Source: an optimization exercise on an open RTL-to-GDS flow (aim: small area, a short achievable clock period and few clock cycles). Production flows keep margins and buffers that such runs may drop. In this exercise RTL edits were held to simulation tests only and were not proved equivalent to the original. No activity file was given, so power comes from the tool's default toggle rates.

===== design/flow/constraint.sdc =====
create_clock -name core_clock -period 10.0 [get_ports {CLK}]
set_input_delay 2.0000 -clock core_clock [delete_from_list [all_inputs] [get_ports {CLK}]]
set_output_delay 2.0000 -clock core_clock [all_outputs]
set_load 0.01 [all_outputs]

===== design/flow/config.mk =====
export PLATFORM = sky130hd
export DESIGN_NAME = JAM
export DESIGN_NICKNAME = JAM
export VERILOG_FILES = /design/flow/design.v
export SDC_FILE = /design/flow/constraint.sdc
export NUM_CORES = 4
export LEC_CHECK = 0
export CAP_MARGIN = 20
export CORE_MARGIN = 2
export CORE_UTILIZATION = 40
export SLEW_MARGIN = 20

===== design/flow/design.v =====
module jam_cmp (
    input  [9:0] a,
    input  [9:0] b,
    output lt,
    output eq
);
    wire l0_0 = ~a[0] & b[0];
    wire e0_0 = ~(a[0] ^ b[0]);
    wire l0_1 = ~a[1] & b[1];
    wire e0_1 = ~(a[1] ^ b[1]);
    wire l0_2 = ~a[2] & b[2];
    wire e0_2 = ~(a[2] ^ b[2]);
    wire l0_3 = ~a[3] & b[3];
    wire e0_3 = ~(a[3] ^ b[3]);
    wire l0_4 = ~a[4] & b[4];
    wire e0_4 = ~(a[4] ^ b[4]);
    wire l0_5 = ~a[5] & b[5];
    wire e0_5 = ~(a[5] ^ b[5]);
    wire l0_6 = ~a[6] & b[6];
    wire e0_6 = ~(a[6] ^ b[6]);
    wire l0_7 = ~a[7] & b[7];
    wire e0_7 = ~(a[7] ^ b[7]);
    wire l0_8 = ~a[8] & b[8];
    wire e0_8 = ~(a[8] ^ b[8]);
    wire l0_9 = ~a[9] & b[9];
    wire e0_9 = ~(a[9] ^ b[9]);
    wire l1_0 = l0_1 | (e0_1 & l0_0);
    wire e1_0 = e0_1 & e0_0;
    wire l1_1 = l0_3 | (e0_3 & l0_2);
    wire e1_1 = e0_3 & e0_2;
    wire l1_2 = l0_5 | (e0_5 & l0_4);
    wire e1_2 = e0_5 & e0_4;
    wire l1_3 = l0_7 | (e0_7 & l0_6);
    wire e1_3 = e0_7 & e0_6;
    wire l1_4 = l0_9 | (e0_9 & l0_8);
    wire e1_4 = e0_9 & e0_8;
    wire l2_0 = l1_1 | (e1_1 & l1_0);
    wire e2_0 = e1_1 & e1_0;
    wire l2_1 = l1_3 | (e1_3 & l1_2);
    wire e2_1 = e1_3 & e1_2;
    wire l3_0 = l2_1 | (e2_1 & l2_0);
    wire e3_0 = e2_1 & e2_0;
    wire l4_0 = l1_4 | (e1_4 & l3_0);
    wire e4_0 = e1_4 & e3_0;
    assign lt = l4_0;
    assign eq = e4_0;
endmodule
module jam_cmb (
    input  [13:0] a,
    input  [13:0] b,
    output [13:0] y
);
    wire lt, eq;
    jam_cmp u_c (.a(a[9:0]), .b(b[9:0]), .lt(lt), .eq(eq));
    assign y[9:0] = lt ? a[9:0] : b[9:0];
    assign y[13:10] = eq ? a[13:10] + b[13:10] : (lt ? a[13:10] : b[13:10]);
endmodule
module jam_min3 (
    input  [13:0] a,
    input  [13:0] b,
    input  [13:0] c,
    output [13:0] y
);
    wire lab, eab, lac, eac, lbc, ebc;
    jam_cmp u_ab (.a(a[9:0]), .b(b[9:0]), .lt(lab), .eq(eab));
    jam_cmp u_ac (.a(a[9:0]), .b(c[9:0]), .lt(lac), .eq(eac));
    jam_cmp u_bc (.a(b[9:0]), .b(c[9:0]), .lt(lbc), .eq(ebc));
    wire am = (lab | eab) & (lac | eac);
    wire bm = ~lab & (lbc | ebc);
    wire cm = ~lac & ~lbc;
    assign y[9:0] = am ? a[9:0] : (bm ? b[9:0] : c[9:0]);
    wire [3:0] sab = a[13:10] + b[13:10];
    wire [3:0] sac = a[13:10] + c[13:10];
    wire [3:0] sbc = b[13:10] + c[13:10];
    wire [3:0] sabc = sab + c[13:10];
    assign y[13:10] = am ? (bm ? (cm ? sabc : sab) : (cm ? sac : a[13:10]))
                         : (bm ? (cm ? sbc : b[13:10]) : c[13:10]);
endmodule
module jam_cand2 (
    input  [13:0] a,
    input  [13:0] b,
    input  [6:0]  c,
    input         ok,
    output [13:0] y
);
    wire lt, eq;
    jam_cmp u_c (.a(a[9:0]), .b(b[9:0]), .lt(lt), .eq(eq));
    wire [13:0] sa, sb;
    jam_cand u_a (.v(a), .c(c), .ok(ok), .y(sa));
    jam_cand u_b (.v(b), .c(c), .ok(ok), .y(sb));
    assign y[9:0] = lt ? sa[9:0] : sb[9:0];
    assign y[13:10] = {4{ok}} & (eq ? a[13:10] + b[13:10] : (lt ? a[13:10] : b[13:10]));
endmodule
module jam_order (
    input  [5:0] k,
    output reg [5:0] a
);
    always @(*) begin
        case (k)
            6'd0: a = 6'd0;
            6'd1: a = 6'd1;
            6'd2: a = 6'd2;
            6'd3: a = 6'd6;
            6'd4: a = 6'd7;
            6'd5: a = 6'd8;
            6'd6: a = 6'd9;
            6'd7: a = 6'd10;
            6'd8: a = 6'd14;
            6'd9: a = 6'd15;
            6'd10: a = 6'd18;
            6'd11: a = 6'd22;
            6'd12: a = 6'd23;
            6'd13: a = 6'd3;
            6'd14: a = 6'd11;
            6'd15: a = 6'd16;
            6'd16: a = 6'd17;
            6'd17: a = 6'd19;
            6'd18: a = 6'd26;
            6'd19: a = 6'd30;
            6'd20: a = 6'd31;
            6'd21: a = 6'd24;
            6'd22: a = 6'd25;
            6'd23: a = 6'd27;
            6'd24: a = 6'd34;
            6'd25: a = 6'd38;
            6'd26: a = 6'd39;
            6'd27: a = 6'd4;
            6'd28: a = 6'd12;
            6'd29: a = 6'd32;
            6'd30: a = 6'd33;
            6'd31: a = 6'd20;
            6'd32: a = 6'd35;
            6'd33: a = 6'd28;
            6'd34: a = 6'd42;
            6'd35: a = 6'd43;
            6'd36: a = 6'd46;
            6'd37: a = 6'd47;
            6'd38: a = 6'd40;
            6'd39: a = 6'd41;
            6'd40: a = 6'd36;
            6'd41: a = 6'd44;
            6'd42: a = 6'd5;
            6'd43: a = 6'd13;
            6'd44: a = 6'd21;
            6'd45: a = 6'd29;
            6'd46: a = 6'd50;
            6'd47: a = 6'd51;
            6'd48: a = 6'd52;
            6'd49: a = 6'd54;
            6'd50: a = 6'd55;
            6'd51: a = 6'd48;
            6'd52: a = 6'd49;
            6'd53: a = 6'd37;
            6'd54: a = 6'd45;
            6'd55: a = 6'd53;
            6'd56: a = 6'd58;
            6'd57: a = 6'd59;
            6'd58: a = 6'd60;
            6'd59: a = 6'd61;
            6'd60: a = 6'd62;
            6'd61: a = 6'd63;
            6'd62: a = 6'd56;
            6'd63: a = 6'd57;
            default: a = 6'd0;
        endcase
    end
endmodule
module jam_cand (
    input  [13:0] v,
    input  [6:0]  c,
    input         ok,
    output [13:0] y
);
    wire g0_0 = v[0] & c[0];
    wire p0_0 = v[0] ^ c[0];
    wire g0_1 = v[1] & c[1];
    wire p0_1 = v[1] ^ c[1];
    wire g0_2 = v[2] & c[2];
    wire p0_2 = v[2] ^ c[2];
    wire g0_3 = v[3] & c[3];
    wire p0_3 = v[3] ^ c[3];
    wire g0_4 = v[4] & c[4];
    wire p0_4 = v[4] ^ c[4];
    wire g0_5 = v[5] & c[5];
    wire p0_5 = v[5] ^ c[5];
    wire g0_6 = v[6] & c[6];
    wire p0_6 = v[6] ^ c[6];
    wire g0_7 = 1'b0;
    wire p0_7 = v[7];
    wire g0_8 = 1'b0;
    wire p0_8 = v[8];
    wire g0_9 = 1'b0;
    wire p0_9 = v[9];
    wire g1_0 = g0_0;
    wire p1_0 = p0_0;
    wire g1_1 = g0_1 | (p0_1 & g0_0);
    wire p1_1 = p0_1 & p0_0;
    wire g1_2 = g0_2 | (p0_2 & g0_1);
    wire p1_2 = p0_2 & p0_1;
    wire g1_3 = g0_3 | (p0_3 & g0_2);
    wire p1_3 = p0_3 & p0_2;
    wire g1_4 = g0_4 | (p0_4 & g0_3);
    wire p1_4 = p0_4 & p0_3;
    wire g1_5 = g0_5 | (p0_5 & g0_4);
    wire p1_5 = p0_5 & p0_4;
    wire g1_6 = g0_6 | (p0_6 & g0_5);
    wire p1_6 = p0_6 & p0_5;
    wire g1_7 = g0_7 | (p0_7 & g0_6);
    wire p1_7 = p0_7 & p0_6;
    wire g1_8 = g0_8 | (p0_8 & g0_7);
    wire p1_8 = p0_8 & p0_7;
    wire g1_9 = g0_9 | (p0_9 & g0_8);
    wire p1_9 = p0_9 & p0_8;
    wire g2_0 = g1_0;
    wire p2_0 = p1_0;
    wire g2_1 = g1_1;
    wire p2_1 = p1_1;
    wire g2_2 = g1_2 | (p1_2 & g1_0);
    wire p2_2 = p1_2 & p1_0;
    wire g2_3 = g1_3 | (p1_3 & g1_1);
    wire p2_3 = p1_3 & p1_1;
    wire g2_4 = g1_4 | (p1_4 & g1_2);
    wire p2_4 = p1_4 & p1_2;
    wire g2_5 = g1_5 | (p1_5 & g1_3);
    wire p2_5 = p1_5 & p1_3;
    wire g2_6 = g1_6 | (p1_6 & g1_4);
    wire p2_6 = p1_6 & p1_4;
    wire g2_7 = g1_7 | (p1_7 & g1_5);
    wire p2_7 = p1_7 & p1_5;
    wire g2_8 = g1_8 | (p1_8 & g1_6);
    wire p2_8 = p1_8 & p1_6;
    wire g2_9 = g1_9 | (p1_9 & g1_7);
    wire p2_9 = p1_9 & p1_7;
    wire g3_0 = g2_0;
    wire p3_0 = p2_0;
    wire g3_1 = g2_1;
    wire p3_1 = p2_1;
    wire g3_2 = g2_2;
    wire p3_2 = p2_2;
    wire g3_3 = g2_3;
    wire p3_3 = p2_3;
    wire g3_4 = g2_4 | (p2_4 & g2_0);
    wire p3_4 = p2_4 & p2_0;
    wire g3_5 = g2_5 | (p2_5 & g2_1);
    wire p3_5 = p2_5 & p2_1;
    wire g3_6 = g2_6 | (p2_6 & g2_2);
    wire p3_6 = p2_6 & p2_2;
    wire g3_7 = g2_7 | (p2_7 & g2_3);
    wire p3_7 = p2_7 & p2_3;
    wire g3_8 = g2_8 | (p2_8 & g2_4);
    wire p3_8 = p2_8 & p2_4;
    wire g3_9 = g2_9 | (p2_9 & g2_5);
    wire p3_9 = p2_9 & p2_5;
    wire g4_0 = g3_0;
    wire p4_0 = p3_0;
    wire g4_1 = g3_1;
    wire p4_1 = p3_1;
    wire g4_2 = g3_2;
    wire p4_2 = p3_2;
    wire g4_3 = g3_3;
    wire p4_3 = p3_3;
    wire g4_4 = g3_4;
    wire p4_4 = p3_4;
    wire g4_5 = g3_5;
    wire p4_5 = p3_5;
    wire g4_6 = g3_6;
    wire p4_6 = p3_6;
    wire g4_7 = g3_7;
    wire p4_7 = p3_7;
    wire g4_8 = g3_8 | (p3_8 & g3_0);
    wire p4_8 = p3_8 & p3_0;
    wire g4_9 = g3_9 | (p3_9 & g3_1);
    wire p4_9 = p3_9 & p3_1;
    wire [9:0] s;
    assign s[0] = p0_0;
    assign s[1] = p0_1 ^ g4_0;
    assign s[2] = p0_2 ^ g4_1;
    assign s[3] = p0_3 ^ g4_2;
    assign s[4] = p0_4 ^ g4_3;
    assign s[5] = p0_5 ^ g4_4;
    assign s[6] = p0_6 ^ g4_5;
    assign s[7] = p0_7 ^ g4_6;
    assign s[8] = p0_8 ^ g4_7;
    assign s[9] = p0_9 ^ g4_8;
    assign y[9:0] = s | {10{~ok}};
    assign y[13:10] = v[13:10] & {4{ok}};
endmodule
module JAM (
    input CLK,
    input RST,
    output [2:0] W,
    output [2:0] J,
    input [6:0] Cost,
    output reg [3:0] MatchCount,
    output reg [9:0] MinCost,
    output reg Valid
);
    reg rst_q;   
    reg [5:0] rk;
    reg [5:0] wj;
    wire [5:0] rk_inc = (rk == 6'd63) ? 6'd63 : rk + 6'd1;
    wire [5:0] nxt_addr;
    jam_order u_ord (.k(rk_inc), .a(nxt_addr));
    assign W = wj[5:3];
    assign J = wj[2:0];
    reg [5:0] a1;
    always @(posedge CLK) begin
        rst_q <= RST;
        if (RST) rk <= 6'd0; else rk <= rk_inc;
        wj <= RST ? 6'd0 : nxt_addr;
        a1 <= wj;
    end
    reg [6:0] tab [0:63];
    integer ti;
    always @(posedge CLK) begin
        for (ti = 0; ti < 64; ti = ti + 1) if (a1 == ti) tab[ti] <= Cost;
    end
    reg [7:0] g0_um2;
    reg [5:0] g0_um1, g0_u0;
    reg [1:0] g0_u1, g0_u2;
    reg g0_zm1, g0_z0, g0_z1, g0_z2;       
    reg g0_lm1, g0_l0, g0_l1, g0_l2, g0_l3;   
    reg [2:0] g0_rm1, g0_r0, g0_r1, g0_r2;
    wire [2:0] g0_pc = {2'd0, g0_um2[0]} + {2'd0, g0_um2[1]} + {2'd0, g0_um2[2]} + {2'd0, g0_um2[3]} + {2'd0, g0_um2[4]} + {2'd0, g0_um2[5]} + 3'd7;
    always @(posedge CLK) begin
        if (rst_q) g0_um2 <= 8'd242; else g0_um2 <= g0_um2 + 8'd1;
        g0_um1 <= g0_um2[5:0]; g0_u0 <= g0_um1; g0_u1 <= g0_u0[1:0]; g0_u2 <= g0_u1;
        g0_zm1 <= (g0_um2 == 8'd0); g0_z0 <= g0_zm1; g0_z1 <= g0_z0; g0_z2 <= g0_z1;
        g0_lm1 <= (g0_um2 == 8'd63); g0_l0 <= g0_lm1; g0_l1 <= g0_l0; g0_l2 <= g0_l1; g0_l3 <= g0_l2;
        g0_rm1 <= g0_pc; g0_r0 <= g0_rm1; g0_r1 <= g0_r0; g0_r2 <= g0_r1;
    end
    reg [6:0] g0_c0;
    always @(posedge CLK) g0_c0 <= tab[{g0_r1, 3'd0}];
    reg [6:0] g0_c1;
    always @(posedge CLK) g0_c1 <= tab[{g0_r1, 3'd1}];
    reg [6:0] g0_c2;
    always @(posedge CLK) g0_c2 <= tab[{g0_rm1, 3'd2}];
    reg [6:0] g0_c3;
    always @(posedge CLK) g0_c3 <= tab[{g0_rm1, 3'd3}];
    reg [6:0] g0_c4;
    always @(posedge CLK) g0_c4 <= tab[{g0_rm1, 3'd4}];
    reg [6:0] g0_c5;
    always @(posedge CLK) g0_c5 <= tab[{g0_rm1, 3'd5}];
    reg [7:0] g1_um2;
    reg [5:0] g1_um1, g1_u0;
    reg [1:0] g1_u1, g1_u2;
    reg g1_zm1, g1_z0, g1_z1, g1_z2;       
    reg g1_lm1, g1_l0, g1_l1, g1_l2, g1_l3;   
    reg [2:0] g1_rm1, g1_r0, g1_r1, g1_r2;
    wire [2:0] g1_pc = {2'd0, g1_um2[0]} + {2'd0, g1_um2[1]} + {2'd0, g1_um2[2]} + {2'd0, g1_um2[3]} + {2'd0, g1_um2[4]} + {2'd0, g1_um2[5]} + 3'd0;
    always @(posedge CLK) begin
        if (rst_q) g1_um2 <= 8'd238; else g1_um2 <= g1_um2 + 8'd1;
        g1_um1 <= g1_um2[5:0]; g1_u0 <= g1_um1; g1_u1 <= g1_u0[1:0]; g1_u2 <= g1_u1;
        g1_zm1 <= (g1_um2 == 8'd0); g1_z0 <= g1_zm1; g1_z1 <= g1_z0; g1_z2 <= g1_z1;
        g1_lm1 <= (g1_um2 == 8'd63); g1_l0 <= g1_lm1; g1_l1 <= g1_l0; g1_l2 <= g1_l1; g1_l3 <= g1_l2;
        g1_rm1 <= g1_pc; g1_r0 <= g1_rm1; g1_r1 <= g1_r0; g1_r2 <= g1_r1;
    end
    reg [6:0] g1_c0;
    always @(posedge CLK) g1_c0 <= tab[{g1_r1, 3'd0}];
    reg [6:0] g1_c1;
    always @(posedge CLK) g1_c1 <= tab[{g1_r1, 3'd1}];
    reg [6:0] g1_c2;
    always @(posedge CLK) g1_c2 <= tab[{g1_rm1, 3'd2}];
    reg [6:0] g1_c3;
    always @(posedge CLK) g1_c3 <= tab[{g1_rm1, 3'd3}];
    reg [6:0] g1_c4;
    always @(posedge CLK) g1_c4 <= tab[{g1_rm1, 3'd4}];
    reg [6:0] g1_c5;
    always @(posedge CLK) g1_c5 <= tab[{g1_rm1, 3'd5}];
    reg [6:0] g1_c6;
    always @(posedge CLK) g1_c6 <= tab[{g1_rm1, 3'd6}];
    reg [6:0] g1_c7;
    always @(posedge CLK) g1_c7 <= tab[{g1_rm1, 3'd7}];
    reg [7:0] g2_um2;
    reg [5:0] g2_um1, g2_u0;
    reg [1:0] g2_u1, g2_u2;
    reg g2_zm1, g2_z0, g2_z1, g2_z2;       
    reg g2_lm1, g2_l0, g2_l1, g2_l2, g2_l3;   
    reg [2:0] g2_rm1, g2_r0, g2_r1, g2_r2;
    wire [2:0] g2_pc = {2'd0, g2_um2[0]} + {2'd0, g2_um2[1]} + {2'd0, g2_um2[2]} + {2'd0, g2_um2[3]} + {2'd0, g2_um2[4]} + {2'd0, g2_um2[5]} + 3'd1;
    always @(posedge CLK) begin
        if (rst_q) g2_um2 <= 8'd234; else g2_um2 <= g2_um2 + 8'd1;
        g2_um1 <= g2_um2[5:0]; g2_u0 <= g2_um1; g2_u1 <= g2_u0[1:0]; g2_u2 <= g2_u1;
        g2_zm1 <= (g2_um2 == 8'd0); g2_z0 <= g2_zm1; g2_z1 <= g2_z0; g2_z2 <= g2_z1;
        g2_lm1 <= (g2_um2 == 8'd63); g2_l0 <= g2_lm1; g2_l1 <= g2_l0; g2_l2 <= g2_l1; g2_l3 <= g2_l2;
        g2_rm1 <= g2_pc; g2_r0 <= g2_rm1; g2_r1 <= g2_r0; g2_r2 <= g2_r1;
    end
    reg [6:0] g2_c0;
    always @(posedge CLK) g2_c0 <= tab[{g2_r1, 3'd0}];
    reg [6:0] g2_c1;
    always @(posedge CLK) g2_c1 <= tab[{g2_r1, 3'd1}];
    reg [6:0] g2_c2;
    always @(posedge CLK) g2_c2 <= tab[{g2_rm1, 3'd2}];
    reg [6:0] g2_c3;
    always @(posedge CLK) g2_c3 <= tab[{g2_rm1, 3'd3}];
    reg [6:0] g2_c4;
    always @(posedge CLK) g2_c4 <= tab[{g2_rm1, 3'd4}];
    reg [6:0] g2_c5;
    always @(posedge CLK) g2_c5 <= tab[{g2_rm1, 3'd5}];
    reg [6:0] g2_c6;
    always @(posedge CLK) g2_c6 <= tab[{g2_rm1, 3'd6}];
    reg [6:0] g2_c7;
    always @(posedge CLK) g2_c7 <= tab[{g2_rm1, 3'd7}];
    reg [13:0] q0 [0:28];
    reg [13:0] l0_e [0:3];
    wire [13:0] l0_x0;
    jam_cand l0_cx0 (.v(q0[0]), .c(g0_c2), .ok(g0_u0[2]), .y(l0_x0));
    wire [13:0] l0_x1;
    jam_cand l0_cx1 (.v(q0[4]), .c(g0_c3), .ok(g0_u0[3]), .y(l0_x1));
    wire [13:0] l0_x2;
    jam_cand l0_cx2 (.v(q0[12]), .c(g0_c4), .ok(g0_u0[4]), .y(l0_x2));
    wire [13:0] l0_x3;
    jam_cand l0_cx3 (.v(q0[28]), .c(g0_c5), .ok(g0_u0[5]), .y(l0_x3));
    always @(posedge CLK) begin
        l0_e[0] <= l0_x0;
        l0_e[1] <= l0_x1;
        l0_e[2] <= l0_x2;
        l0_e[3] <= l0_x3;
    end
    wire [13:0] l0_g0;
    jam_min3 l0_cg0 (.a(l0_e[0]), .b(l0_e[1]), .c(l0_e[2]), .y(l0_g0));
    wire [13:0] l0_g1;
    assign l0_g1 = l0_e[3];
    reg [13:0] l0_a1, l0_b1;
    always @(posedge CLK) begin
        l0_a1 <= l0_g0;
        l0_b1 <= l0_g1;
    end
    reg [13:0] l0_pr, l0_t2, l0_t1;
    wire [13:0] l0_z2;
    jam_cmb l0_cz2 (.a(l0_a1), .b(l0_b1), .y(l0_z2));
    wire [13:0] l0_t2s, l0_t1s;
    jam_cand l0_ct2 (.v(q0[0]), .c(g0_c1), .ok(g0_u2[1]), .y(l0_t2s));
    jam_cand2 l0_ct1 (.a(l0_pr), .b(l0_t2), .c(g0_c0), .ok(g0_u2[0]), .y(l0_t1s));
    always @(posedge CLK) begin
        l0_pr <= (g0_z2 ? 14'h0400 : l0_z2);
        l0_t2 <= l0_t2s;
        l0_t1 <= l0_t1s;
    end
    wire [13:0] l0_r;
    jam_min3 l0_cr3 (.a(l0_t1), .b(l0_t2), .c(l0_pr), .y(l0_r));
    integer qi0;
    always @(posedge CLK) begin
        q0[0] <= l0_r;
        for (qi0 = 1; qi0 < 29; qi0 = qi0 + 1) q0[qi0] <= q0[qi0-1];
    end
    reg [13:0] q1 [0:28];
    reg [13:0] l1_e [0:4];
    wire [13:0] l1_x0;
    jam_cand l1_cx0 (.v(q1[0]), .c(g1_c2), .ok(g1_u0[2]), .y(l1_x0));
    wire [13:0] l1_x1;
    jam_cand l1_cx1 (.v(q1[4]), .c(g1_c3), .ok(g1_u0[3]), .y(l1_x1));
    wire [13:0] l1_x2;
    jam_cand l1_cx2 (.v(q1[12]), .c(g1_c4), .ok(g1_u0[4]), .y(l1_x2));
    wire [13:0] l1_x3;
    jam_cand l1_cx3 (.v(q1[28]), .c(g1_c5), .ok(g1_u0[5]), .y(l1_x3));
    wire [13:0] l1_x4;
    jam_cand l1_cx4 (.v(q0[0]), .c(g1_c6), .ok(1'b1), .y(l1_x4));
    always @(posedge CLK) begin
        l1_e[0] <= l1_x0;
        l1_e[1] <= l1_x1;
        l1_e[2] <= l1_x2;
        l1_e[3] <= l1_x3;
        l1_e[4] <= l1_x4;
    end
    wire [13:0] l1_g0;
    jam_min3 l1_cg0 (.a(l1_e[0]), .b(l1_e[1]), .c(l1_e[2]), .y(l1_g0));
    wire [13:0] l1_g1;
    jam_cmb l1_cg1 (.a(l1_e[3]), .b(l1_e[4]), .y(l1_g1));
    reg [13:0] l1_a1, l1_b1;
    always @(posedge CLK) begin
        l1_a1 <= l1_g0;
        l1_b1 <= l1_g1;
    end
    reg [13:0] l1_pr, l1_t2, l1_t1;
    wire [13:0] l1_z2;
    jam_cmb l1_cz2 (.a(l1_a1), .b(l1_b1), .y(l1_z2));
    wire [13:0] l1_t2s, l1_t1s;
    jam_cand l1_ct2 (.v(q1[0]), .c(g1_c1), .ok(g1_u2[1]), .y(l1_t2s));
    jam_cand2 l1_ct1 (.a(l1_pr), .b(l1_t2), .c(g1_c0), .ok(g1_u2[0]), .y(l1_t1s));
    always @(posedge CLK) begin
        l1_pr <= l1_z2;
        l1_t2 <= l1_t2s;
        l1_t1 <= l1_t1s;
    end
    wire [13:0] l1_r;
    jam_min3 l1_cr3 (.a(l1_t1), .b(l1_t2), .c(l1_pr), .y(l1_r));
    integer qi1;
    always @(posedge CLK) begin
        q1[0] <= l1_r;
        for (qi1 = 1; qi1 < 29; qi1 = qi1 + 1) q1[qi1] <= q1[qi1-1];
    end
    reg [13:0] q2 [0:28];
    reg [13:0] l2_e [0:4];
    wire [13:0] l2_x0;
    jam_cand l2_cx0 (.v(q2[0]), .c(g1_c2), .ok(g1_u0[2]), .y(l2_x0));
    wire [13:0] l2_x1;
    jam_cand l2_cx1 (.v(q2[4]), .c(g1_c3), .ok(g1_u0[3]), .y(l2_x1));
    wire [13:0] l2_x2;
    jam_cand l2_cx2 (.v(q2[12]), .c(g1_c4), .ok(g1_u0[4]), .y(l2_x2));
    wire [13:0] l2_x3;
    jam_cand l2_cx3 (.v(q2[28]), .c(g1_c5), .ok(g1_u0[5]), .y(l2_x3));
    wire [13:0] l2_x4;
    jam_cand l2_cx4 (.v(q0[0]), .c(g1_c7), .ok(1'b1), .y(l2_x4));
    always @(posedge CLK) begin
        l2_e[0] <= l2_x0;
        l2_e[1] <= l2_x1;
        l2_e[2] <= l2_x2;
        l2_e[3] <= l2_x3;
        l2_e[4] <= l2_x4;
    end
    wire [13:0] l2_g0;
    jam_min3 l2_cg0 (.a(l2_e[0]), .b(l2_e[1]), .c(l2_e[2]), .y(l2_g0));
    wire [13:0] l2_g1;
    jam_cmb l2_cg1 (.a(l2_e[3]), .b(l2_e[4]), .y(l2_g1));
    reg [13:0] l2_a1, l2_b1;
    always @(posedge CLK) begin
        l2_a1 <= l2_g0;
        l2_b1 <= l2_g1;
    end
    reg [13:0] l2_pr, l2_t2, l2_t1;
    wire [13:0] l2_z2;
    jam_cmb l2_cz2 (.a(l2_a1), .b(l2_b1), .y(l2_z2));
    wire [13:0] l2_t2s, l2_t1s;
    jam_cand l2_ct2 (.v(q2[0]), .c(g1_c1), .ok(g1_u2[1]), .y(l2_t2s));
    jam_cand2 l2_ct1 (.a(l2_pr), .b(l2_t2), .c(g1_c0), .ok(g1_u2[0]), .y(l2_t1s));
    always @(posedge CLK) begin
        l2_pr <= l2_z2;
        l2_t2 <= l2_t2s;
        l2_t1 <= l2_t1s;
    end
    wire [13:0] l2_r;
    jam_min3 l2_cr3 (.a(l2_t1), .b(l2_t2), .c(l2_pr), .y(l2_r));
    integer qi2;
    always @(posedge CLK) begin
        q2[0] <= l2_r;
        for (qi2 = 1; qi2 < 29; qi2 = qi2 + 1) q2[qi2] <= q2[qi2-1];
    end
    reg [13:0] q3 [0:28];
    reg [13:0] l3_e [0:5];
    wire [13:0] l3_x0;
    jam_cand l3_cx0 (.v(q3[0]), .c(g2_c2), .ok(g2_u0[2]), .y(l3_x0));
    wire [13:0] l3_x1;
    jam_cand l3_cx1 (.v(q3[4]), .c(g2_c3), .ok(g2_u0[3]), .y(l3_x1));
    wire [13:0] l3_x2;
    jam_cand l3_cx2 (.v(q3[12]), .c(g2_c4), .ok(g2_u0[4]), .y(l3_x2));
    wire [13:0] l3_x3;
    jam_cand l3_cx3 (.v(q3[28]), .c(g2_c5), .ok(g2_u0[5]), .y(l3_x3));
    wire [13:0] l3_x4;
    jam_cand l3_cx4 (.v(q2[0]), .c(g2_c6), .ok(1'b1), .y(l3_x4));
    wire [13:0] l3_x5;
    jam_cand l3_cx5 (.v(q1[0]), .c(g2_c7), .ok(1'b1), .y(l3_x5));
    always @(posedge CLK) begin
        l3_e[0] <= l3_x0;
        l3_e[1] <= l3_x1;
        l3_e[2] <= l3_x2;
        l3_e[3] <= l3_x3;
        l3_e[4] <= l3_x4;
        l3_e[5] <= l3_x5;
    end
    wire [13:0] l3_g0;
    jam_min3 l3_cg0 (.a(l3_e[0]), .b(l3_e[1]), .c(l3_e[2]), .y(l3_g0));
    wire [13:0] l3_g1;
    jam_min3 l3_cg1 (.a(l3_e[3]), .b(l3_e[4]), .c(l3_e[5]), .y(l3_g1));
    reg [13:0] l3_a1, l3_b1;
    always @(posedge CLK) begin
        l3_a1 <= l3_g0;
        l3_b1 <= l3_g1;
    end
    reg [13:0] l3_pr, l3_t2, l3_t1;
    wire [13:0] l3_z2;
    jam_cmb l3_cz2 (.a(l3_a1), .b(l3_b1), .y(l3_z2));
    wire [13:0] l3_t2s, l3_t1s;
    jam_cand l3_ct2 (.v(q3[0]), .c(g2_c1), .ok(g2_u2[1]), .y(l3_t2s));
    jam_cand2 l3_ct1 (.a(l3_pr), .b(l3_t2), .c(g2_c0), .ok(g2_u2[0]), .y(l3_t1s));
    always @(posedge CLK) begin
        l3_pr <= l3_z2;
        l3_t2 <= l3_t2s;
        l3_t1 <= l3_t1s;
    end
    wire [13:0] l3_r;
    jam_min3 l3_cr3 (.a(l3_t1), .b(l3_t2), .c(l3_pr), .y(l3_r));
    integer qi3;
    always @(posedge CLK) begin
        q3[0] <= l3_r;
        for (qi3 = 1; qi3 < 29; qi3 = qi3 + 1) q3[qi3] <= q3[qi3-1];
    end
    always @(posedge CLK) begin
        if (rst_q) Valid <= 1'b0;
        else if (g2_l3) Valid <= 1'b1;
    end
    always @(posedge CLK) begin
        MinCost <= l3_r[9:0];
        MatchCount <= l3_r[13:10];
    end
endmodule

===== design/flow/standard.sh =====
#!/bin/bash
# synth_recipe.tcl (not shown) runs the flow's synth.tcl, then flattens the netlist and writes it again
# the make line also repeats each setting of config.mk as NAME=value (left out here)
make -C /OpenROAD-flow-scripts/flow DESIGN_CONFIG=/design/flow/config.mk WORK_HOME=/design/flow/orfs CLKGATE_MAP_FILE= SYNTH_SCRIPT=/design/flow/synth_recipe.tcl "${@:-finish}"

===== design/flow/flow/run.sh =====
#!/bin/bash
# Standard layout with two changes: the port buffers use a normal buffer cell (buf_4)
# instead of the default pick, and clock tree synthesis builds its tree from clkbuf_8
# without dummy loads.
set -euo pipefail
export BUFFER_PORTS_ARGS="-buffer_cell sky130_fd_sc_hd__buf_4"
export CTS_ARGS="-sink_clustering_enable -repair_clock_nets -dont_use_dummy_load -buf_list sky130_fd_sc_hd__clkbuf_8"
bash standard.sh finish > standard_flow.log 2>&1

==> results of run 1 <==
-- per-layer routing --
layer / wire length (um) / part of all wire, %
met1: 116400 / 44
met2: 117500 / 44
met3: 19430 / 7.3
met4: 12260 / 4.6
met5: 25 / 0.0094
-- cell usage in the layout (no fill, tap or decap), types with 21 or more instances in the layout --
cell type and count:
nand3_1 99, and3_1 21, a22oi_1 26, and2_1 95
o22ai_1 59, a21o_1 139, mux4_2 87, a211oi_1 120
o21bai_1 86, nor3_1 53, o21a_1 42, dfxtp_1 2435
nor2_1 554, a21oi_1 578, fa_1 83, inv_1 553
xnor2_1 188, a22o_1 56, edfxtp_1 448, mux2_2 130
nand4_1 51, nand2_1 484, nand2b_1 79, ha_1 733
a221oi_1 117, nor2b_1 74, xor2_1 122, mux2i_1 221
o21ai_0 392, o211ai_1 68, clkbuf_8 453, or3_1 40
buf_4 101
-- metrics by stage --
| stage | total power, mW | setup slack, ps | instance area (um2) |
|---|---|---|---|
| 2_1_floorplan | 28.74 | 7344 | 104100 |
| 3_3_place_gp | 34.20 | 6638 | 108000 |
| 3_5_place_dp | 34.52 | 6735 | 108000 |
| 4_1_cts | 42.62 | 6019 | 114200 |
| 5_1_grt | 45.26 | 6036 | 114300 |
| 6_report | 42.38 | 6158 | 114300 |
-- registers in the layout, summed over array words and instances, names as in the netlist, 56 cells and up --
register  cells
l3_e         78
q3          405
l2_e         67
q1          405
l0_e         56
tab         448
q0          405
q2          405
l1_e         66
-- area by class of cell --
type                       instances  area [um2]
antenna                           16       40.04
inverter                         559        2098
tap                             3402        4257
sequential                      2896       62490
clock buffer                     453        6235
multi-input combinational       5028       38420
fill                           23910      144900
timing repair buffer             101       758.2
-- worst min path at each step --
stage | from | end | slack (ps) | cells after the start
final | q1[9][7] | q1[10][7] | 240 | 0
after global placement | q3[7][10] | q3[8][10] | 310 | 0
after floorplan | g0_r0[0] | g0_r1[0] | 310 | 0
after CTS | q1[9][7] | q1[10][7] | 230 | 0
after detailed placement | q0[15][13] | q0[16][13] | 310 | 0
after global routing | q1[9][7] | q1[10][7] | 240 | 0
-- synth_stat cells (all sizes together) (42+ instances only) --
library cell | number | share of area [%]
ha | 733 | 8.8
dfxtp | 2448 | 47
a21o | 139 | 1.0
o211ai | 71 | 0.53
and2 | 96 | 0.58
o21bai | 86 | 0.62
nor2 | 563 | 2.0
nand2b | 80 | 0.49
a211oi | 122 | 0.89
a21oi | 581 | 2.8
a22o | 56 | 0.47
nor3 | 54 | 0.26
nand4 | 51 | 0.31
clkbuf | 202 | 0.73
o22ai | 61 | 0.38
inv | 555 | 2.0
o21a | 42 | 0.30
mux2i | 221 | 2.1
mux4 | 87 | 1.9
mux2 | 130 | 1.4
xor2 | 122 | 1.0
fa | 83 | 1.6
nand3 | 99 | 0.48
edfxtp | 448 | 13
nand2 | 487 | 1.8
buf | 90 | 0.40
nor2b | 74 | 0.44
o21ai | 403 | 1.9
a221oi | 121 | 1.0
xnor2 | 188 | 1.6
-- power by group --
part	switching [mW]	internal [mW]	total [mW]
combinational	9.33	6.47	15.8
clock	3.94	3.96	7.90
sequential	2.69	16.0	18.7
total	16.0	26.4	42.4
-- cells by family after synthesis --
kind of cell             after synthesis  synth area share (%)
XOR/XNOR                             310                 2.609
flip-flops                          2896                 60.01
adder cells (fa/ha/maj)              816                 10.41
multiplexers                         438                 5.414
AND/OR/NAND/NOR                     1614                 7.075
AO/OA/AOI/OAI                       1850                 11.35
buffers and inverters                851                 3.140
==> run summary, run 1 <==
At the pin with the least slew margin, the transition time is 1265 ps. Dividing the detail-routed wire length by the instance count gives 21.33 um. The number of nets in the synthesized netlist is 9600.

The sequential cell area fraction in the yosys report is 60.01%. The largest single stage delay on the critical path is 660 ps. The maximum number of buffers from clock root to sink is 4. The clock slew seen by the registers of the worst setup and hold paths came out at 50 ps. Measured along the x axis, the die boundary spans 514.1 um.

The initial antenna violation count came out at 26. The post-route non-filler standard cell count is 12460. Following the worst setup path forward leads to its endpoint at MinCost[1]. STA classifies the critical path endpoint as a primary output. Once the floorplan was initialized, standard cells occupied 40.15% of the core.

The number of unique standard cell types used by synthesis is 84. The count of input and output buffers is 29. The post-route minimum period is 3842 ps. For the worst setup path, the data arrival time is 1840 ps.

In the synthesized netlist the dominant register cell turns out to be dfxtp_1. The row count is 187. The maximum clock skew at final layout came out at 139.5 ps. In the synthesized netlist, the number of instances is 8775. Using the TritonRoute via totals, the vias-per-cell ratio works out to 5.265. At the end of routability-driven placement, the weighted congestion stood at 0.9121. Based on the critical path, the design can be clocked at up to 0.2603 GHz. The number of enable-type register cells in the synthesized netlist came out at 448. For the worst setup path, the data required time is 8000 ps. The post-route setup TNS came out at 0 ps. In this run, post-CTS hold repair placed 0 buffers. For this block, the initial DRC count from the detailed router was 5289. The TritonCTS buffer count came out at 453.

The setup path with the least slack is of type flop to primary output. The remaining routing DRC violations came out at 0. The fraction of final layout cells with drive strength greater than 1 came out at 9.461%.

The hold violation total from the final report is 0. The leakage power figure is 48.37 nW. The synthesized netlist occupies a cell area of 104100 um2. The number of buffers added for setup after CTS is 0. The via count is 65570. The power density of the placed cells came out at 370.8 nW/um2. Entering global routing, the biggest net connects 65 pins.

The min-delay analysis places its worst path in the category flop to flop. The post-layout utilization of the core is 44.09%. The total I/O pin count came out at 30. The first global-routing pass estimated 397.6 mm of wire. The clock tree synthesis step divided the H-tree into 5 levels. The count of buffering cells on the critical path with inverters included came out at 1.

The proportion of register bits with asynchronous set or reset after synthesis came out at 0%. Traced cell by cell, the critical path runs through buf_4. The number of global-route vias before repair came out at 65560. The cell with the largest stage delay on the worst path is dfxtp_1. The count of clock tree sinks came out at 2896. The global router's overall resource usage is 19.68%.

The overall overflow remaining after global route came out at 0. The full die area came out at 264300 um2. The endpoint identified for the worst register-to-register timing path is g2_c3[0]. The kind of start point of the critical path is a flop.

The layout-stage area growth over the synthesis result came out at 9.814%. The global routing usage on met3 came out at 3.985%. The max capacitance violation total came out at 0. The layer flagged by global routing as most heavily used is met2. The number of max-slew violations in the final report came to 0. The final cycle utilization of the critical path came out at 38.42%. The number of cells on the worst reg-to-reg path is 6.

The placed wire-length estimate after detailed placement is 188.0 mm. The internal reg-to-reg setup slack is 6660 ps. The Yosys step of the flow raised 20 warnings. The global-route met2 utilization came out at 30.85%. The flow ran to the end and the layout has no timing, DRC or antenna violations. The headroom to the max-slew limit came out at 15.49%. The iteration count of the initial detailed-routing pass is 6. The final layout net count is 9864.

The clock reaches the later pin of the worst-skew pair after 1030 ps. The cell at the root of the clock tree is clkbuf_8. The setup violation total in the final timing report came out at 0. Setup repair after global routing left no endpoint under its margin. The gate family responsible for the most delay along the worst path is flip-flops. The met1 capacity usage during global routing is 26.20%. The total area inside the core boundary comes to 259200 um2. The mean cell area of the mapped netlist is 11.86 um2.

Hold timing on the final database bottoms out at a slack of 241.3 ps. The die extent in y is 514.1 um. The startpoint of the worst register-to-register path is g2_rm1[2]. TritonCTS built the clock tree. The number of cells after detailed placement came out at 11990. The highest fanout seen on the critical path came out at 6. The number of stages on the worst setup path is 1. Tracing the worst setup path back leads to its startpoint at q3[0][1].

The count of instances resized after the clock tree is built came out at 0. The total wire length is 265.7 mm. The detail route stage leaves a number of antenna-violating nets equal to 0. The post-synthesis register bit count is 2896. The highest ir drop seen on vdd is 0.1903 mV.
Testbench counts, summed over its fixed seeds: cycles 1,656.
==> run 2: changes to the inputs <==
--- a/design/flow/design.v
+++ b/design/flow/design.v
@@ -193,93 +193,35 @@
     wire p0_9 = v[9];
-    wire g1_0 = g0_0;
-    wire p1_0 = p0_0;
-    wire g1_1 = g0_1 | (p0_1 & g0_0);
-    wire p1_1 = p0_1 & p0_0;
-    wire g1_2 = g0_2 | (p0_2 & g0_1);
-    wire p1_2 = p0_2 & p0_1;
-    wire g1_3 = g0_3 | (p0_3 & g0_2);
-    wire p1_3 = p0_3 & p0_2;
-    wire g1_4 = g0_4 | (p0_4 & g0_3);
-    wire p1_4 = p0_4 & p0_3;
-    wire g1_5 = g0_5 | (p0_5 & g0_4);
-    wire p1_5 = p0_5 & p0_4;
-    wire g1_6 = g0_6 | (p0_6 & g0_5);
-    wire p1_6 = p0_6 & p0_5;
-    wire g1_7 = g0_7 | (p0_7 & g0_6);
-    wire p1_7 = p0_7 & p0_6;
-    wire g1_8 = g0_8 | (p0_8 & g0_7);
-    wire p1_8 = p0_8 & p0_7;
-    wire g1_9 = g0_9 | (p0_9 & g0_8);
-    wire p1_9 = p0_9 & p0_8;
-    wire g2_0 = g1_0;
-    wire p2_0 = p1_0;
-    wire g2_1 = g1_1;
-    wire p2_1 = p1_1;
-    wire g2_2 = g1_2 | (p1_2 & g1_0);
-    wire p2_2 = p1_2 & p1_0;
-    wire g2_3 = g1_3 | (p1_3 & g1_1);
-    wire p2_3 = p1_3 & p1_1;
-    wire g2_4 = g1_4 | (p1_4 & g1_2);
-    wire p2_4 = p1_4 & p1_2;
-    wire g2_5 = g1_5 | (p1_5 & g1_3);
-    wire p2_5 = p1_5 & p1_3;
-    wire g2_6 = g1_6 | (p1_6 & g1_4);
-    wire p2_6 = p1_6 & p1_4;
-    wire g2_7 = g1_7 | (p1_7 & g1_5);
-    wire p2_7 = p1_7 & p1_5;
-    wire g2_8 = g1_8 | (p1_8 & g1_6);
-    wire p2_8 = p1_8 & p1_6;
-    wire g2_9 = g1_9 | (p1_9 & g1_7);
-    wire p2_9 = p1_9 & p1_7;
-    wire g3_0 = g2_0;
-    wire p3_0 = p2_0;
-    wire g3_1 = g2_1;
-    wire p3_1 = p2_1;
-    wire g3_2 = g2_2;
-    wire p3_2 = p2_2;
-    wire g3_3 = g2_3;
-    wire p3_3 = p2_3;
-    wire g3_4 = g2_4 | (p2_4 & g2_0);
-    wire p3_4 = p2_4 & p2_0;
-    wire g3_5 = g2_5 | (p2_5 & g2_1);
-    wire p3_5 = p2_5 & p2_1;
-    wire g3_6 = g2_6 | (p2_6 & g2_2);
-    wire p3_6 = p2_6 & p2_2;
-    wire g3_7 = g2_7 | (p2_7 & g2_3);
-    wire p3_7 = p2_7 & p2_3;
-    wire g3_8 = g2_8 | (p2_8 & g2_4);
-    wire p3_8 = p2_8 & p2_4;
-    wire g3_9 = g2_9 | (p2_9 & g2_5);
-    wire p3_9 = p2_9 & p2_5;
-    wire g4_0 = g3_0;
-    wire p4_0 = p3_0;
-    wire g4_1 = g3_1;
-    wire p4_1 = p3_1;
-    wire g4_2 = g3_2;
-    wire p4_2 = p3_2;
-    wire g4_3 = g3_3;
-    wire p4_3 = p3_3;
-    wire g4_4 = g3_4;
-    wire p4_4 = p3_4;
-    wire g4_5 = g3_5;
-    wire p4_5 = p3_5;
-    wire g4_6 = g3_6;
-    wire p4_6 = p3_6;
-    wire g4_7 = g3_7;
-    wire p4_7 = p3_7;
-    wire g4_8 = g3_8 | (p3_8 & g3_0);
-    wire p4_8 = p3_8 & p3_0;
-    wire g4_9 = g3_9 | (p3_9 & g3_1);
-    wire p4_9 = p3_9 & p3_1;
+    wire gx1 = g0_1 | (p0_1 & g0_0);
+    wire px1 = p0_1 & p0_0;
+    wire gx2 = g0_3 | (p0_3 & g0_2);
+    wire px2 = p0_3 & p0_2;
+    wire gx3 = g0_5 | (p0_5 & g0_4);
+    wire px3 = p0_5 & p0_4;
+    wire gx4 = g0_7 | (p0_7 & g0_6);
+    wire px4 = p0_7 & p0_6;
+    wire gx5 = g0_9 | (p0_9 & g0_8);
+    wire px5 = p0_9 & p0_8;
+    wire gx6 = gx2 | (px2 & gx1);
+    wire px6 = px2 & px1;
+    wire gx7 = gx4 | (px4 & gx3);
+    wire px7 = px4 & px3;
+    wire gx8 = gx7 | (px7 & gx6);
+    wire px8 = px7 & px6;
+    wire gx9 = gx3 | (px3 & gx6);
+    wire gx10 = gx5 | (px5 & gx8);
+    wire gx11 = g0_2 | (p0_2 & gx1);
+    wire gx12 = g0_4 | (p0_4 & gx6);
+    wire gx13 = g0_6 | (p0_6 & gx9);
+    wire gx14 = g0_8 | (p0_8 & gx8);
     wire [9:0] s;
     assign s[0] = p0_0;
-    assign s[1] = p0_1 ^ g4_0;
-    assign s[2] = p0_2 ^ g4_1;
-    assign s[3] = p0_3 ^ g4_2;
-    assign s[4] = p0_4 ^ g4_3;
-    assign s[5] = p0_5 ^ g4_4;
-    assign s[6] = p0_6 ^ g4_5;
-    assign s[7] = p0_7 ^ g4_6;
-    assign s[8] = p0_8 ^ g4_7;
-    assign s[9] = p0_9 ^ g4_8;
+    assign s[1] = p0_1 ^ g0_0;
+    assign s[2] = p0_2 ^ gx1;
+    assign s[3] = p0_3 ^ gx11;
+    assign s[4] = p0_4 ^ gx6;
+    assign s[5] = p0_5 ^ gx12;
+    assign s[6] = p0_6 ^ gx9;
+    assign s[7] = p0_7 ^ gx13;
+    assign s[8] = p0_8 ^ gx8;
+    assign s[9] = p0_9 ^ gx14;
     assign y[9:0] = s | {10{~ok}};
@@ -322,3 +264,4 @@
     reg g0_lm1, g0_l0, g0_l1, g0_l2, g0_l3;   
-    reg [2:0] g0_rm1, g0_r0, g0_r1, g0_r2;
+    reg [2:0] g0_rm1, g0_r0;
+    reg [7:0] g0_ohm1, g0_oh1;   
     wire [2:0] g0_pc = {2'd0, g0_um2[0]} + {2'd0, g0_um2[1]} + {2'd0, g0_um2[2]} + {2'd0, g0_um2[3]} + {2'd0, g0_um2[4]} + {2'd0, g0_um2[5]} + 3'd7;
@@ -329,16 +272,17 @@
         g0_lm1 <= (g0_um2 == 8'd63); g0_l0 <= g0_lm1; g0_l1 <= g0_l0; g0_l2 <= g0_l1; g0_l3 <= g0_l2;
-        g0_rm1 <= g0_pc; g0_r0 <= g0_rm1; g0_r1 <= g0_r0; g0_r2 <= g0_r1;
+        g0_rm1 <= g0_pc; g0_r0 <= g0_rm1;
+        g0_ohm1 <= 8'd1 << g0_pc; g0_oh1 <= 8'd1 << g0_r0;
     end
     reg [6:0] g0_c0;
-    always @(posedge CLK) g0_c0 <= tab[{g0_r1, 3'd0}];
+    always @(posedge CLK) g0_c0 <= ({7{g0_oh1[0]}} & tab[0]) | ({7{g0_oh1[1]}} & tab[8]) | ({7{g0_oh1[2]}} & tab[16]) | ({7{g0_oh1[3]}} & tab[24]) | ({7{g0_oh1[4]}} & tab[32]) | ({7{g0_oh1[5]}} & tab[40]);
     reg [6:0] g0_c1;
-    always @(posedge CLK) g0_c1 <= tab[{g0_r1, 3'd1}];
+    always @(posedge CLK) g0_c1 <= ({7{g0_oh1[0]}} & tab[1]) | ({7{g0_oh1[1]}} & tab[9]) | ({7{g0_oh1[2]}} & tab[17]) | ({7{g0_oh1[3]}} & tab[25]) | ({7{g0_oh1[4]}} & tab[33]) | ({7{g0_oh1[5]}} & tab[41]);
     reg [6:0] g0_c2;
-    always @(posedge CLK) g0_c2 <= tab[{g0_rm1, 3'd2}];
+    always @(posedge CLK) g0_c2 <= ({7{g0_ohm1[0]}} & tab[2]) | ({7{g0_ohm1[1]}} & tab[10]) | ({7{g0_ohm1[2]}} & tab[18]) | ({7{g0_ohm1[3]}} & tab[26]) | ({7{g0_ohm1[4]}} & tab[34]) | ({7{g0_ohm1[5]}} & tab[42]);
     reg [6:0] g0_c3;
-    always @(posedge CLK) g0_c3 <= tab[{g0_rm1, 3'd3}];
+    always @(posedge CLK) g0_c3 <= ({7{g0_ohm1[0]}} & tab[3]) | ({7{g0_ohm1[1]}} & tab[11]) | ({7{g0_ohm1[2]}} & tab[19]) | ({7{g0_ohm1[3]}} & tab[27]) | ({7{g0_ohm1[4]}} & tab[35]) | ({7{g0_ohm1[5]}} & tab[43]);
     reg [6:0] g0_c4;
-    always @(posedge CLK) g0_c4 <= tab[{g0_rm1, 3'd4}];
+    always @(posedge CLK) g0_c4 <= ({7{g0_ohm1[0]}} & tab[4]) | ({7{g0_ohm1[1]}} & tab[12]) | ({7{g0_ohm1[2]}} & tab[20]) | ({7{g0_ohm1[3]}} & tab[28]) | ({7{g0_ohm1[4]}} & tab[36]) | ({7{g0_ohm1[5]}} & tab[44]);
     reg [6:0] g0_c5;
-    always @(posedge CLK) g0_c5 <= tab[{g0_rm1, 3'd5}];
+    always @(posedge CLK) g0_c5 <= ({7{g0_ohm1[0]}} & tab[5]) | ({7{g0_ohm1[1]}} & tab[13]) | ({7{g0_ohm1[2]}} & tab[21]) | ({7{g0_ohm1[3]}} & tab[29]) | ({7{g0_ohm1[4]}} & tab[37]) | ({7{g0_ohm1[5]}} & tab[45]);
     reg [7:0] g1_um2;
@@ -348,3 +292,4 @@
     reg g1_lm1, g1_l0, g1_l1, g1_l2, g1_l3;   
-    reg [2:0] g1_rm1, g1_r0, g1_r1, g1_r2;
+    reg [2:0] g1_rm1, g1_r0;
+    reg [7:0] g1_ohm1, g1_oh1;   
     wire [2:0] g1_pc = {2'd0, g1_um2[0]} + {2'd0, g1_um2[1]} + {2'd0, g1_um2[2]} + {2'd0, g1_um2[3]} + {2'd0, g1_um2[4]} + {2'd0, g1_um2[5]} + 3'd0;
@@ -355,20 +300,21 @@
         g1_lm1 <= (g1_um2 == 8'd63); g1_l0 <= g1_lm1; g1_l1 <= g1_l0; g1_l2 <= g1_l1; g1_l3 <= g1_l2;
-        g1_rm1 <= g1_pc; g1_r0 <= g1_rm1; g1_r1 <= g1_r0; g1_r2 <= g1_r1;
+        g1_rm1 <= g1_pc; g1_r0 <= g1_rm1;
+        g1_ohm1 <= 8'd1 << g1_pc; g1_oh1 <= 8'd1 << g1_r0;
     end
     reg [6:0] g1_c0;
-    always @(posedge CLK) g1_c0 <= tab[{g1_r1, 3'd0}];
+    always @(posedge CLK) g1_c0 <= ({7{g1_oh1[1]}} & tab[8]) | ({7{g1_oh1[2]}} & tab[16]) | ({7{g1_oh1[3]}} & tab[24]) | ({7{g1_oh1[4]}} & tab[32]) | ({7{g1_oh1[5]}} & tab[40]) | ({7{g1_oh1[6]}} & tab[48]);
     reg [6:0] g1_c1;
-    always @(posedge CLK) g1_c1 <= tab[{g1_r1, 3'd1}];
+    always @(posedge CLK) g1_c1 <= ({7{g1_oh1[1]}} & tab[9]) | ({7{g1_oh1[2]}} & tab[17]) | ({7{g1_oh1[3]}} & tab[25]) | ({7{g1_oh1[4]}} & tab[33]) | ({7{g1_oh1[5]}} & tab[41]) | ({7{g1_oh1[6]}} & tab[49]);
     reg [6:0] g1_c2;
-    always @(posedge CLK) g1_c2 <= tab[{g1_rm1, 3'd2}];
+    always @(posedge CLK) g1_c2 <= ({7{g1_ohm1[1]}} & tab[10]) | ({7{g1_ohm1[2]}} & tab[18]) | ({7{g1_ohm1[3]}} & tab[26]) | ({7{g1_ohm1[4]}} & tab[34]) | ({7{g1_ohm1[5]}} & tab[42]) | ({7{g1_ohm1[6]}} & tab[50]);
     reg [6:0] g1_c3;
-    always @(posedge CLK) g1_c3 <= tab[{g1_rm1, 3'd3}];
+    always @(posedge CLK) g1_c3 <= ({7{g1_ohm1[1]}} & tab[11]) | ({7{g1_ohm1[2]}} & tab[19]) | ({7{g1_ohm1[3]}} & tab[27]) | ({7{g1_ohm1[4]}} & tab[35]) | ({7{g1_ohm1[5]}} & tab[43]) | ({7{g1_ohm1[6]}} & tab[51]);
     reg [6:0] g1_c4;
-    always @(posedge CLK) g1_c4 <= tab[{g1_rm1, 3'd4}];
+    always @(posedge CLK) g1_c4 <= ({7{g1_ohm1[1]}} & tab[12]) | ({7{g1_ohm1[2]}} & tab[20]) | ({7{g1_ohm1[3]}} & tab[28]) | ({7{g1_ohm1[4]}} & tab[36]) | ({7{g1_ohm1[5]}} & tab[44]) | ({7{g1_ohm1[6]}} & tab[52]);
     reg [6:0] g1_c5;
-    always @(posedge CLK) g1_c5 <= tab[{g1_rm1, 3'd5}];
+    always @(posedge CLK) g1_c5 <= ({7{g1_ohm1[1]}} & tab[13]) | ({7{g1_ohm1[2]}} & tab[21]) | ({7{g1_ohm1[3]}} & tab[29]) | ({7{g1_ohm1[4]}} & tab[37]) | ({7{g1_ohm1[5]}} & tab[45]) | ({7{g1_ohm1[6]}} & tab[53]);
     reg [6:0] g1_c6;
-    always @(posedge CLK) g1_c6 <= tab[{g1_rm1, 3'd6}];
+    always @(posedge CLK) g1_c6 <= ({7{g1_ohm1[0]}} & tab[6]) | ({7{g1_ohm1[1]}} & tab[14]) | ({7{g1_ohm1[2]}} & tab[22]) | ({7{g1_ohm1[3]}} & tab[30]) | ({7{g1_ohm1[4]}} & tab[38]) | ({7{g1_ohm1[5]}} & tab[46]) | ({7{g1_ohm1[6]}} & tab[54]);
     reg [6:0] g1_c7;
-    always @(posedge CLK) g1_c7 <= tab[{g1_rm1, 3'd7}];
+    always @(posedge CLK) g1_c7 <= ({7{g1_ohm1[0]}} & tab[7]) | ({7{g1_ohm1[1]}} & tab[15]) | ({7{g1_ohm1[2]}} & tab[23]) | ({7{g1_ohm1[3]}} & tab[31]) | ({7{g1_ohm1[4]}} & tab[39]) | ({7{g1_ohm1[5]}} & tab[47]) | ({7{g1_ohm1[6]}} & tab[55]);
     reg [7:0] g2_um2;
@@ -378,3 +324,4 @@
     reg g2_lm1, g2_l0, g2_l1, g2_l2, g2_l3;   
-    reg [2:0] g2_rm1, g2_r0, g2_r1, g2_r2;
+    reg [2:0] g2_rm1, g2_r0;
+    reg [7:0] g2_ohm1, g2_oh1;   
     wire [2:0] g2_pc = {2'd0, g2_um2[0]} + {2'd0, g2_um2[1]} + {2'd0, g2_um2[2]} + {2'd0, g2_um2[3]} + {2'd0, g2_um2[4]} + {2'd0, g2_um2[5]} + 3'd1;
@@ -385,20 +332,21 @@
         g2_lm1 <= (g2_um2 == 8'd63); g2_l0 <= g2_lm1; g2_l1 <= g2_l0; g2_l2 <= g2_l1; g2_l3 <= g2_l2;
-        g2_rm1 <= g2_pc; g2_r0 <= g2_rm1; g2_r1 <= g2_r0; g2_r2 <= g2_r1;
+        g2_rm1 <= g2_pc; g2_r0 <= g2_rm1;
+        g2_ohm1 <= 8'd1 << g2_pc; g2_oh1 <= 8'd1 << g2_r0;
     end
     reg [6:0] g2_c0;
-    always @(posedge CLK) g2_c0 <= tab[{g2_r1, 3'd0}];
+    always @(posedge CLK) g2_c0 <= ({7{g2_oh1[2]}} & tab[16]) | ({7{g2_oh1[3]}} & tab[24]) | ({7{g2_oh1[4]}} & tab[32]) | ({7{g2_oh1[5]}} & tab[40]) | ({7{g2_oh1[6]}} & tab[48]) | ({7{g2_oh1[7]}} & tab[56]);
     reg [6:0] g2_c1;
-    always @(posedge CLK) g2_c1 <= tab[{g2_r1, 3'd1}];
+    always @(posedge CLK) g2_c1 <= ({7{g2_oh1[2]}} & tab[17]) | ({7{g2_oh1[3]}} & tab[25]) | ({7{g2_oh1[4]}} & tab[33]) | ({7{g2_oh1[5]}} & tab[41]) | ({7{g2_oh1[6]}} & tab[49]) | ({7{g2_oh1[7]}} & tab[57]);
     reg [6:0] g2_c2;
-    always @(posedge CLK) g2_c2 <= tab[{g2_rm1, 3'd2}];
+    always @(posedge CLK) g2_c2 <= ({7{g2_ohm1[2]}} & tab[18]) | ({7{g2_ohm1[3]}} & tab[26]) | ({7{g2_ohm1[4]}} & tab[34]) | ({7{g2_ohm1[5]}} & tab[42]) | ({7{g2_ohm1[6]}} & tab[50]) | ({7{g2_ohm1[7]}} & tab[58]);
     reg [6:0] g2_c3;
-    always @(posedge CLK) g2_c3 <= tab[{g2_rm1, 3'd3}];
+    always @(posedge CLK) g2_c3 <= ({7{g2_ohm1[2]}} & tab[19]) | ({7{g2_ohm1[3]}} & tab[27]) | ({7{g2_ohm1[4]}} & tab[35]) | ({7{g2_ohm1[5]}} & tab[43]) | ({7{g2_ohm1[6]}} & tab[51]) | ({7{g2_ohm1[7]}} & tab[59]);
     reg [6:0] g2_c4;
-    always @(posedge CLK) g2_c4 <= tab[{g2_rm1, 3'd4}];
+    always @(posedge CLK) g2_c4 <= ({7{g2_ohm1[2]}} & tab[20]) | ({7{g2_ohm1[3]}} & tab[28]) | ({7{g2_ohm1[4]}} & tab[36]) | ({7{g2_ohm1[5]}} & tab[44]) | ({7{g2_ohm1[6]}} & tab[52]) | ({7{g2_ohm1[7]}} & tab[60]);
     reg [6:0] g2_c5;
-    always @(posedge CLK) g2_c5 <= tab[{g2_rm1, 3'd5}];
+    always @(posedge CLK) g2_c5 <= ({7{g2_ohm1[2]}} & tab[21]) | ({7{g2_ohm1[3]}} & tab[29]) | ({7{g2_ohm1[4]}} & tab[37]) | ({7{g2_ohm1[5]}} & tab[45]) | ({7{g2_ohm1[6]}} & tab[53]) | ({7{g2_ohm1[7]}} & tab[61]);
     reg [6:0] g2_c6;
-    always @(posedge CLK) g2_c6 <= tab[{g2_rm1, 3'd6}];
+    always @(posedge CLK) g2_c6 <= ({7{g2_ohm1[1]}} & tab[14]) | ({7{g2_ohm1[2]}} & tab[22]) | ({7{g2_ohm1[3]}} & tab[30]) | ({7{g2_ohm1[4]}} & tab[38]) | ({7{g2_ohm1[5]}} & tab[46]) | ({7{g2_ohm1[6]}} & tab[54]) | ({7{g2_ohm1[7]}} & tab[62]);
     reg [6:0] g2_c7;
-    always @(posedge CLK) g2_c7 <= tab[{g2_rm1, 3'd7}];
+    always @(posedge CLK) g2_c7 <= ({7{g2_ohm1[1]}} & tab[15]) | ({7{g2_ohm1[2]}} & tab[23]) | ({7{g2_ohm1[3]}} & tab[31]) | ({7{g2_ohm1[4]}} & tab[39]) | ({7{g2_ohm1[5]}} & tab[47]) | ({7{g2_ohm1[6]}} & tab[55]) | ({7{g2_ohm1[7]}} & tab[63]);
     reg [13:0] q0 [0:28];
@@ -592,4 +540,4 @@
     always @(posedge CLK) begin
-        MinCost <= l3_r[9:0];
-        MatchCount <= l3_r[13:10];
+        MinCost <= l3_r[9:0] & {10{g2_l3}};
+        MatchCount <= l3_r[13:10] & {4{g2_l3}};
     end
==> design/flow/flow/run.sh (replaced) <==
#!/bin/bash
# Standard layout with two changes: the port buffers use a normal buffer cell (buf_4)
# instead of the default pick, and clock tree synthesis builds its tree from clkbuf_16,
# without dummy loads, in clusters of up to 20 flip-flops.
set -euo pipefail
export BUFFER_PORTS_ARGS="-buffer_cell sky130_fd_sc_hd__buf_4"
export CTS_ARGS="-sink_clustering_enable -repair_clock_nets -dont_use_dummy_load -buf_list sky130_fd_sc_hd__clkbuf_16 -sink_clustering_size 20 -sink_clustering_max_diameter 150"
bash standard.sh finish > standard_flow.log 2>&1
--- a/design/flow/config.mk
+++ b/design/flow/config.mk
@@ -7,5 +7,5 @@
 export LEC_CHECK = 0
-export CAP_MARGIN = 20
+export CAP_MARGIN = 50
 export CORE_MARGIN = 2
 export CORE_UTILIZATION = 40
-export SLEW_MARGIN = 20
+export SLEW_MARGIN = 60
==> run summary, run 2 <==
Result of the run: finished clean (unchanged). The number of max-slew violations in the final report is 0 (unchanged). The number of antenna-violating nets in the routed design is 0 (unchanged). The headroom to the max-slew limit is 56.65% (was 15.49%). The count of instances resized after the clock tree is built came out at 0 (unchanged). The most common cell after layout, fill and taps aside is dfxtp_1 (unchanged).

The storage element area is 63420 um2 (was 62490 um2). The cell with the largest stage delay on the worst path was dfxtp_1 (unchanged). The count of buffering cells on the critical path with inverters included was 2 (was 1). The post-route non-filler standard cell count is 11220 (was 12460). The combinational family with the most area after synthesis is adder cells (was compound AO/OA/AOI/OAI gates). The measured slew at the worst slew-check pin came to 643.4 ps (was 1265 ps).

The TritonCTS clock tree is yes (unchanged). The area share of xor/xnor cells in the synthesized design was 1.915% (was 2.609%). The global router's overall resource usage was 17.96% (was 19.68%). The gate family responsible for the most delay along the worst path is compound AO/OA/AOI/OAI gates (was flip-flops). The iteration count of the initial detailed-routing pass is 8 (was 6). The number of cells after detailed placement came to 11050 (was 11990). The maximum frequency from static timing analysis is 0.2812 GHz (was 0.2603 GHz). The clock slew seen by the registers of the worst setup and hold paths was 90 ps (was 50 ps). The wire length of the first global-routing pass came to 346.7 mm (was 397.6 mm).

The total wire length is 229.5 mm (was 265.7 mm). The final cycle utilization of the critical path is 35.56% (was 38.42%). The setup violation total in the final timing report is 0 (unchanged). The critical path launch point was l3_pr[7] (was q3[0][1]).

The max capacitance violation total came out at 0 (unchanged). The post-cts hold buffer count is 0 (unchanged). The number of unique standard cell types used by synthesis came to 71 (was 84). The number of design-rule violations left by the first detailed-router iteration is 4596 (was 5289).

The post-route minimum period came out at 3556 ps (was 3842 ps). The initial standard-cell utilization of the core was 40.17% (was 40.15%). The initial antenna violation count came out at 29 (was 26). The count of clock tree sinks is 2939 (was 2896). The worst hold-check path type was flop to flop (unchanged). The total I/O pin count is 30 (unchanged). The count of filler cells inserted in the layout came to 22560 (was 23910). The global routing usage on met3 came out at 2.777% (was 3.985%). Commonest cells in the synthesized netlist: dfxtp_1 (2491), ha_1 (730), inv_1 (532) (was dfxtp_1 (2448), ha_1 (733), a21oi_1 (578)). The via count came out at 56870 (was 65570).

The prevailing post-synth register cell is dfxtp_1 (unchanged). The top register by number of flip-flops was tab (unchanged). The routed length per instance came to 20.45 um (was 21.33 um). The power density of the placed cells is 351.8 nW/um2 (was 370.8 nW/um2). The overall overflow remaining after global route is 0 (unchanged). The global-route met2 utilization came out at 28.44% (was 30.85%). The cell at the root of the clock tree is clkbuf_16 (was clkbuf_8). The category of the most critical setup path was flop to flop (was flop to primary output). The placed instance area came to 104200 um2 (was 108000 um2). The post-synthesis register bit count came out at 2939 (was 2896). The average vias per placed instance came out at 5.069 (was 5.265).

The pin count of the biggest net entering global routing came to 65 (unchanged). The top-area cell type share of the netlist area came out at 50.02% (was 47.08%). The share of the synthesized area in compound gates (AO/OA/AOI/OAI) was 9.916% (was 11.35%).

The data required time of the critical path came out at 10680 ps (was 8000 ps). The fraction of final layout cells with drive strength greater than 1 is 6.672% (was 9.461%). The maximum level of the CTS H-tree came out at 4 (was 5).

The maximum number of buffers from clock root to sink is 3 (was 4). The highest fanout seen on the critical path was 27 (was 6). The met1 capacity usage during global routing came out at 24.84% (was 26.20%). The mean cell area of the mapped netlist came out at 12.67 um2 (was 11.86 um2). The count of input and output buffers came to 29 (unchanged). List of cells traversed by the critical path: inv_1, ha_1, a2111oi_0, o21ai_0, a22oi_1, a21o_1, buf_4, nor2_1, o21ai_0, nor4bb_1, nor4b_1 (was buf_4). The number of enable-type register cells in the synthesized netlist was 448 (unchanged).

The die extent in y came to 503.2 um (was 514.1 um). The final layout net count is 8804 (was 9864). The number of buffers added for setup after CTS is 0 (unchanged).

The standard cell core area is 248200 um2 (was 259200 um2). The startpoint of the worst register-to-register path is l3_pr[7] (was g2_rm1[2]). Unrepaired setup endpoints after global routing: false (unchanged). The biggest area consumer among synthesized cells is dfxtp_1 (unchanged). The number of global-route vias before repair is 56660 (was 65560). The post-synthesis adder-cell area fraction came out at 12.76% (was 10.41%). The placed wire-length estimate after detailed placement came to 162.6 mm (was 188.0 mm).

The post-route standard cell area excluding fillers was 108400 um2 (was 114300 um2). The type of element capturing the critical path is a flop (was primary output). The number of standard cells after synthesis is 7870 (was 8775). The synthesized netlist net count was 8788 (was 9600). The kind of start point of the critical path was a flop (unchanged). The row count came out at 183 (was 187). The largest registers in the layout are tab (448), q3 (406).

The most frequently used cell type in the post-synthesis netlist is dfxtp_1 (unchanged). The highest cell delay on the worst timing path is 460 ps (was 660 ps). The number of flip-flops in the largest register came out at 448 (unchanged). The post-layout utilization of the core is 43.67% (was 44.09%). The multi-input gate area in the final layout came out at 34000 um2 (was 38420 um2). The layout-stage area growth over the synthesis result came to 8.724% (was 9.814%).

The x dimension of the die was 503.2 um (was 514.1 um). The start point of the worst hold path is q0[25][9] (was q1[9][7]). Ranking of synthesized cells by area: dfxtp_1 (50%), edfxtp_1 (13%), ha_1 (9.2%) (was dfxtp_1 (47%), edfxtp_1 (13%), ha_1 (8.8%)). The TritonCTS buffer count came out at 165 (was 453). The full die area came out at 253300 um2 (was 264300 um2).

The hold violation total from the final report came to 0 (unchanged). The signal arrival time at the worst endpoint came out at 4240 ps (was 1840 ps). The later-pin clock latency in the skew report is 840 ps (was 1030 ps). The sequential cell area fraction in the yosys report is 63.51% (was 60.01%).

The highest ir drop seen on vdd is 0.1632 mV (was 0.1903 mV). The post-route setup TNS is 0 ps (unchanged). The number of warning messages in the yosys log is 20 (unchanged). The cell type with the highest occurrence count on the critical path is o21ai_0. The final weighted congestion in routability-driven placement is 0.8748 (was 0.9121). The portion of netlist area occupied by mux cells is 2.260% (was 5.414%). The simple-gate share of the synthesized area is 6.738% (was 7.075%).
[run 2: cell count changes in the layout (fill, tap and decap cells not counted), sizes merged, moves of 80 or more]
cell	before	now
a21oi	581	298
a221oi	121	16
a22oi	27	441
clkbuf	453	166
fa	83	179
mux2i	221	116
mux4	87	7
nand2	487	374
nand3	99	207
nor2	563	310
o21ai	403	185
[run 2: final cells by class]
| cell class | instances | share of cell area [%] |
|---|---|---|
| flip-flops and latches | 2939 | 58.50 |
| clock buffers | 165 | 3.809 |
| multi-input cells | 4165 | 31.36 |
| well taps | 3330 | 3.844 |
| inverters | 532 | 1.842 |
| diodes | 6 | 0.01385 |
| repair buffers | 83 | 0.6256 |
[run 2: layer usage]
layer	vias up	wire length, um
met2	1712	102700
met3	405	13350
met4	6	8563
met5	-	36
met1	27570	104900
li1	27170	-
[run 2: power by group]
group | leakage, nW | switching (mW) | internal (mW)
Combinational | 19.4 | 7.66 | 5.30
Clock | 2.03 | 3.53 | 2.93
Sequential | 24.7 | 2.53 | 16.2
Total | 46.2 | 13.7 | 24.4
[run 2: worst paths after layout]
| path | slack, ps | cells past startpoint | end |
|---|---|---|---|
| setup / recovery | 6440 | 11 | MatchCount[3] |
| hold reg to reg | 290 | 0 | q0[26][9] |
| setup reg to reg | 6440 | 11 | MatchCount[3] |
| hold / removal | 290 | 0 | q0[26][9] |
[run 2: worst register-to-register path, stage by stage, from the launching register on]
cell and delay [ps]:
dfxtp_1 460, inv_1 90, ha_1 350, a2111oi_0 400, o21ai_0 180, a22oi_1 430, a21o_1 390, buf_4 370
nor2_1 90, o21ai_0 120, nor4bb_1 440, nor4b_1 110
[run 2: cells by family (layout without fill, tap and decap cells)]
logic type,count (synthesis),after routing
DFF,2939,2939
AOI/OAI and AO/OA,1448,1448
and+or+nand+nor,1384,1384
adders and majority gates,909,909
buffers and inverters,766,780
xor gates and xnor gates,218,218
muxes,206,206
other,0,6
[run 2: stage by stage]
stage / worst slack (ps) / power, mW / hold WS, ps
after floorplan: 7293 / 26.49 / 309.6
after global placement: 6345 / 31.39 / 309.7
after detailed placement: 6396 / 31.81 / 312.1
after CTS: 6366 / 38.39 / 279.1
after global routing: 6006 / 40.70 / 290.2
final: 6444 / 38.14 / 289.1
Testbench counts of run 2, summed over its fixed seeds: cycles 1,656.

Re-timed with assumed drivers on the ports (clkbuf_16 on the clock, buf_2 on other inputs), run 2 has 6.435 ns of setup slack against 6.444 ns with ideal ports, and 6.444 ns once port delays also move by the mid clock arrival of 0.879 ns.
